What follows belongs to an exercise in optimizing a design on an open flow for small area, a short achievable clock period and few clock cycles; a production flow would make more cautious choices. The RTL was checked by simulation tests, not by an equivalence proof against the original design. Power is estimated from default activity; no workload was simulated.

==> flow/design.v <==
`timescale 1ns / 1ps
module Translate (
    input             CLK,
    input             RSTn,        
    output     [15:0] MADDR,       
    output            M_W,         
    output     [15:0] MDATAOUT,    
    input      [15:0] MDATAIN,     
    output            HALTED
);
    localparam [3:0] OP_LW = 4'b0001, OP_SW = 4'b0011, OP_AND = 4'b0101,
                     OP_OR = 4'b0110, OP_ADD = 4'b0111, OP_SUB = 4'b1000,
                     OP_SLT = 4'b1001, OP_BEQ = 4'b1010, OP_J = 4'b1011,
                     OP_ADDI = 4'b1100;
    function is_halt_op(input [3:0] o);
        is_halt_op = (o == 4'b0000) || (o == 4'b0010) || (o == 4'b0100) ||
                     (o == 4'b1101) || (o == 4'b1110) || (o == 4'b1111);
    endfunction
    reg  [255:0] RF;       
    reg  [15:0] MA;        
    reg         MF;        
    reg         MWR;       
    reg  [15:0] P;         
    reg         AV;        
    reg  [15:0] IR;
    reg         IV;
    reg  [15:0] IPC1;      
    reg  [15:0] OHA;       
    reg  [15:0] OHB;       
    reg  [11:0] EI;        
    reg         EV;
    reg         f_inv, f_and, f_or, f_sum, f_slt, f_addi, f_wr, f_as;
    reg         f_lw, f_sw, f_beq, f_halt;
    reg  [15:0] OA, OB;    
    reg         PA, PB;    
    reg  [15:0] BTE;       
    reg         LWP;       
    reg  [3:0]  LWD;       
    reg         H;         
    reg         MAA, MAB;  
    reg         SVA, SVB;  
    reg         FAR, FBR;  
    reg         FAO, FBO;  
    reg         HR;        
    wire [3:0] ewa = EI[11:8];
    wire [7:0] eim = EI[7:0];
    wire ex = EV & ~LWP & ~H;
    wire [15:0] Bx  = OB;      
    wire [16:0] S   = {1'b0, OA} + {1'b0, Bx} + {16'b0, f_inv};
    wire        ovf = (OA[15] == Bx[15]) & (S[15] != OA[15]);
    wire [15:0] res = ({16{f_and}} & (OA & OB)) |
                      ({16{f_or}}  & (OA | OB)) |
                      ({16{f_sum}} & S[15:0]) |
                      {15'b0, f_slt & ~S[16]} |
                      ({16{f_addi}} & {8'b0, eim});
    wire we    = ex & f_wr;
    wire ovw   = ex & f_as;
    wire taken = ex & f_beq & (OA == OB);
    wire [8:0] eim1 = {1'b0, eim} + 9'd1;
    wire hitR  = IV & HR;
    wire hitA  = AV & (P == {7'b0, eim1});
    wire hit   = ex & f_sw & (hitR | hitA);
    wire [3:0] rop = IR[15:12];
    wire [3:0] ra  = IR[7:4];
    wire r_j  = (rop == OP_J);
    wire r_sw = (rop == OP_SW);
    wire radv = ~LWP;                         
    wire rsq  = taken | (hit & hitR);         
    wire rfold = IV & r_j & radv & ~rsq;
    reg  [15:0] rfa, rfb;
    integer j;
    always @(*) begin
        rfa = 16'b0;
        rfb = 16'b0;
        for (j = 0; j < 16; j = j + 1) begin
            rfa = rfa | ({16{OHA[j]}} & RF[16*j +: 16]);
            rfb = rfb | ({16{OHB[j]}} & RF[16*j +: 16]);
        end
    end
    wire [15:0] ovword = {15'b0, ovf};
    wire [15:0] fa = FAR ? res : FAO ? ovword : rfa;
    wire [15:0] fb = FBR ? res : FBO ? ovword : rfb;
    wire r_inv = (rop == OP_SUB) | (rop == OP_SLT);
    wire r_wr = (rop == OP_AND) | (rop == OP_OR) | (rop == OP_ADD) | (rop == OP_SUB) |
                (rop == OP_SLT) | (rop == OP_ADDI);
    wire [3:0] aop = MDATAIN[15:12];
    wire asq   = taken | hit | rfold;
    wire aj    = AV & (aop == OP_J) & ~(IV & r_sw);
    wire afold = aj & ~asq;
    wire [3:0] axa = MDATAIN[7:4];
    wire [3:0] axb = (aop == OP_SW || aop == OP_BEQ) ? MDATAIN[11:8] : MDATAIN[3:0];
    wire acap  = AV & ~asq & ~afold;
    wire ev_n   = radv ? (IV & ~rsq & ~r_j) : EV;
    wire [3:0] niop = radv ? IR[15:12] : (f_lw ? OP_LW : f_sw ? OP_SW : 4'b0);
    wire [7:0] niim = radv ? IR[7:0] : eim;
    wire lwp_n  = ex & f_lw;
    wire h_n    = H | (ex & f_halt);
    wire nex    = ev_n & ~lwp_n & ~h_n;
    wire nlw    = nex & (niop == OP_LW);
    wire nsw    = nex & (niop == OP_SW);
    wire dnext  = nlw | nsw;
    wire nwr    = nex & (radv ? r_wr : f_wr);
    wire nas    = nex & (radv ? ((rop == OP_ADD) | (rop == OP_SUB)) : f_as);
    wire maa_n  = acap ? (IR[11:8] == axa) : MAA;
    wire mab_n  = acap ? (IR[11:8] == axb) : MAB;
    wire sva_n  = acap ? (axa == 4'd7) : SVA;
    wire svb_n  = acap ? (axb == 4'd7) : SVB;
    wire [15:0] seq  = MF ? MA + 16'd1 : P;
    wire [15:0] cand = taken ? BTE :
                       hit   ? {8'b0, eim} :
                       rfold ? {8'b0, IR[11:4]} :
                       aj    ? {8'b0, MDATAIN[11:4]} : seq;
    assign MADDR    = MA;
    assign M_W      = MWR;
    assign MDATAOUT = OB;
    assign HALTED   = H | (EV & ~LWP & f_halt);
    wire [15:0] wd = LWP ? MDATAIN : res;
    integer k;
    always @(posedge CLK) begin
        for (k = 0; k < 16; k = k + 1) begin
            if (LWP ? (LWD == k) : (we & (ewa == k)))
                RF[16*k +: 16] <= wd;
            else if (k == 7 && ovw)
                RF[16*k +: 16] <= ovword;
        end
    end
    wire [4:0] zm1 = {1'b0, IR[3:0]} - 5'd1;
    always @(posedge CLK) begin
        LWD <= ewa;
        if (acap) begin
            IR   <= MDATAIN;
            IPC1 <= P;
            OHA  <= 16'b1 << axa;
            OHB  <= 16'b1 << axb;
            HR   <= r_sw & (P == {7'b0, {1'b0, IR[7:0]} + 9'd1});
        end
        if (radv) begin
            EI  <= IR[11:0];
            f_inv  <= (rop == OP_SUB) | (rop == OP_SLT);
            f_and  <= (rop == OP_AND);
            f_or   <= (rop == OP_OR);
            f_sum  <= (rop == OP_ADD) | (rop == OP_SUB);
            f_slt  <= (rop == OP_SLT);
            f_addi <= (rop == OP_ADDI);
            f_wr   <= r_wr;
            f_as   <= (rop == OP_ADD) | (rop == OP_SUB);
            f_lw   <= (rop == OP_LW);
            f_sw   <= (rop == OP_SW);
            f_beq  <= (rop == OP_BEQ);
            f_halt <= is_halt_op(rop);
            OA  <= fa;
            OB  <= fb ^ {16{r_inv}};
            PA  <= ex & f_lw & MAA;
            PB  <= ex & f_lw & MAB;
            BTE <= IPC1 + {{11{zm1[4]}}, zm1};
        end else begin
            if (PA) OA <= MDATAIN;
            if (PB) OB <= MDATAIN ^ {16{f_inv}};
        end
        MAA <= maa_n;
        MAB <= mab_n;
        SVA <= sva_n;
        SVB <= svb_n;
        FAR <= nwr & maa_n;
        FBR <= nwr & mab_n;
        FAO <= nas & sva_n;
        FBO <= nas & svb_n;
        MA <= dnext ? {8'b0, niim} : cand;
        P  <= dnext ? cand : seq;
        if (!RSTn) begin
            MA  <= 16'd0;
            MF  <= 1'b1;
            MWR <= 1'b0;
            AV  <= 1'b0;
            IV  <= 1'b0;
            EV  <= 1'b0;
            LWP <= 1'b0;
            H   <= 1'b0;
        end else begin
            MF  <= ~dnext;
            MWR <= nsw;
            AV  <= MF & ~asq & ~afold;
            IV  <= acap | (IV & ~radv & ~rsq);
            EV  <= ev_n;
            LWP <= lwp_n;
            H   <= h_n;
        end
    end
endmodule
Settings: LEC_CHECK=0, ABC_AREA=1, CAP_MARGIN=20, CORE_MARGIN=2, CORE_UTILIZATION=40, SETUP_SLACK_MARGIN=3.0, SLEW_MARGIN=20; clock period 6.0 ns.
run.sh (not shown) runs the stock make flow with config.mk's settings and CLKGATE_MAP_FILE= SYNTH_SCRIPT=/design/flow/synth_recipe.tcl, a recipe that flattens the netlist after the stock synthesis.
Testbench counts at the start, summed over its fixed seeds: cycles 206,549.
Then changed:
--- a/flow/design.v
+++ b/flow/design.v
@@ -22,14 +22,13 @@
     reg         MWR;       
     reg  [15:0] P;         
     reg         AV;        
     reg  [15:0] IR;
     reg         IV;
     reg  [15:0] IPC1;      
-    reg  [15:0] OHA;       
-    reg  [15:0] OHB;       
+    reg  [3:0]  RB;        
     reg  [11:0] EI;        
     reg         EV;
     reg         f_inv, f_and, f_or, f_sum, f_slt, f_addi, f_wr, f_as;
     reg         f_lw, f_sw, f_beq, f_halt;
     reg  [15:0] OA, OB;    
     reg         PA, PB;    
@@ -64,22 +63,14 @@
     wire [3:0] ra  = IR[7:4];
     wire r_j  = (rop == OP_J);
     wire r_sw = (rop == OP_SW);
     wire radv = ~LWP;                         
     wire rsq  = taken | (hit & hitR);         
     wire rfold = IV & r_j & radv & ~rsq;
-    reg  [15:0] rfa, rfb;
-    integer j;
-    always @(*) begin
-        rfa = 16'b0;
-        rfb = 16'b0;
-        for (j = 0; j < 16; j = j + 1) begin
-            rfa = rfa | ({16{OHA[j]}} & RF[16*j +: 16]);
-            rfb = rfb | ({16{OHB[j]}} & RF[16*j +: 16]);
-        end
-    end
+    wire [15:0] rfa = RF[{ra, 4'b0} +: 16];
+    wire [15:0] rfb = RF[{RB, 4'b0} +: 16];
     wire [15:0] ovword = {15'b0, ovf};
     wire [15:0] fa = FAR ? res : FAO ? ovword : rfa;
     wire [15:0] fb = FBR ? res : FBO ? ovword : rfb;
     wire r_inv = (rop == OP_SUB) | (rop == OP_SLT);
     wire r_wr = (rop == OP_AND) | (rop == OP_OR) | (rop == OP_ADD) | (rop == OP_SUB) |
                 (rop == OP_SLT) | (rop == OP_ADDI);
@@ -127,14 +118,13 @@
     wire [4:0] zm1 = {1'b0, IR[3:0]} - 5'd1;
     always @(posedge CLK) begin
         LWD <= ewa;
         if (acap) begin
             IR   <= MDATAIN;
             IPC1 <= P;
-            OHA  <= 16'b1 << axa;
-            OHB  <= 16'b1 << axb;
+            RB   <= axb;
             HR   <= r_sw & (P == {7'b0, {1'b0, IR[7:0]} + 9'd1});
         end
         if (radv) begin
             EI  <= IR[11:0];
             f_inv  <= (rop == OP_SUB) | (rop == OP_SLT);
             f_and  <= (rop == OP_AND);
- total power rises by 1.9%
- wire length falls by 5.4%
- via count rises by 5.7%
- setup slack is better by 140 ps
- fmax rises by 4.8%
- die area rises by 2.2%
- area after synthesis rises by 2.2%
- utilization falls by 0.48 points
- design area rises by 1.3%
- clock-buffer cell count rises by 7
- synthesized cell count rises by 14%
Testbench counts after the change, summed over its fixed seeds: cycles 206,549.

==> static timing again, ports no longer ideal <==
No port has a modelled driver above. Below, the same layouts with a new extraction and two added sets of constraints. Step 1 assumes that a clkbuf_16 drives the clock port and a buf_2 every other input. Step 2 also shifts input and output timing later by t, the mid clock arrival at the registers, as if the neighbouring blocks saw the same clock. Slacks: ideal / step 1 / step 2; pairs: ideal / step 1.
| run | t (ns) | slack for setup (ns) | worst setup path after step 2 | worst data-port slew with drivers (ns) |
|---|---|---|---|---|
| the first run | 0.669 | 2.941 / 2.941 / 2.514 | input to register | 0.07 |
| the second run | 0.643 | 3.080 / 3.074 / 2.479 | input to register | 0.04 |
After both steps every run listed still meets setup and hold. The setup slack of the second run, which loses most, moves by -0.006 ns with the drivers and by -0.601 ns with both steps.
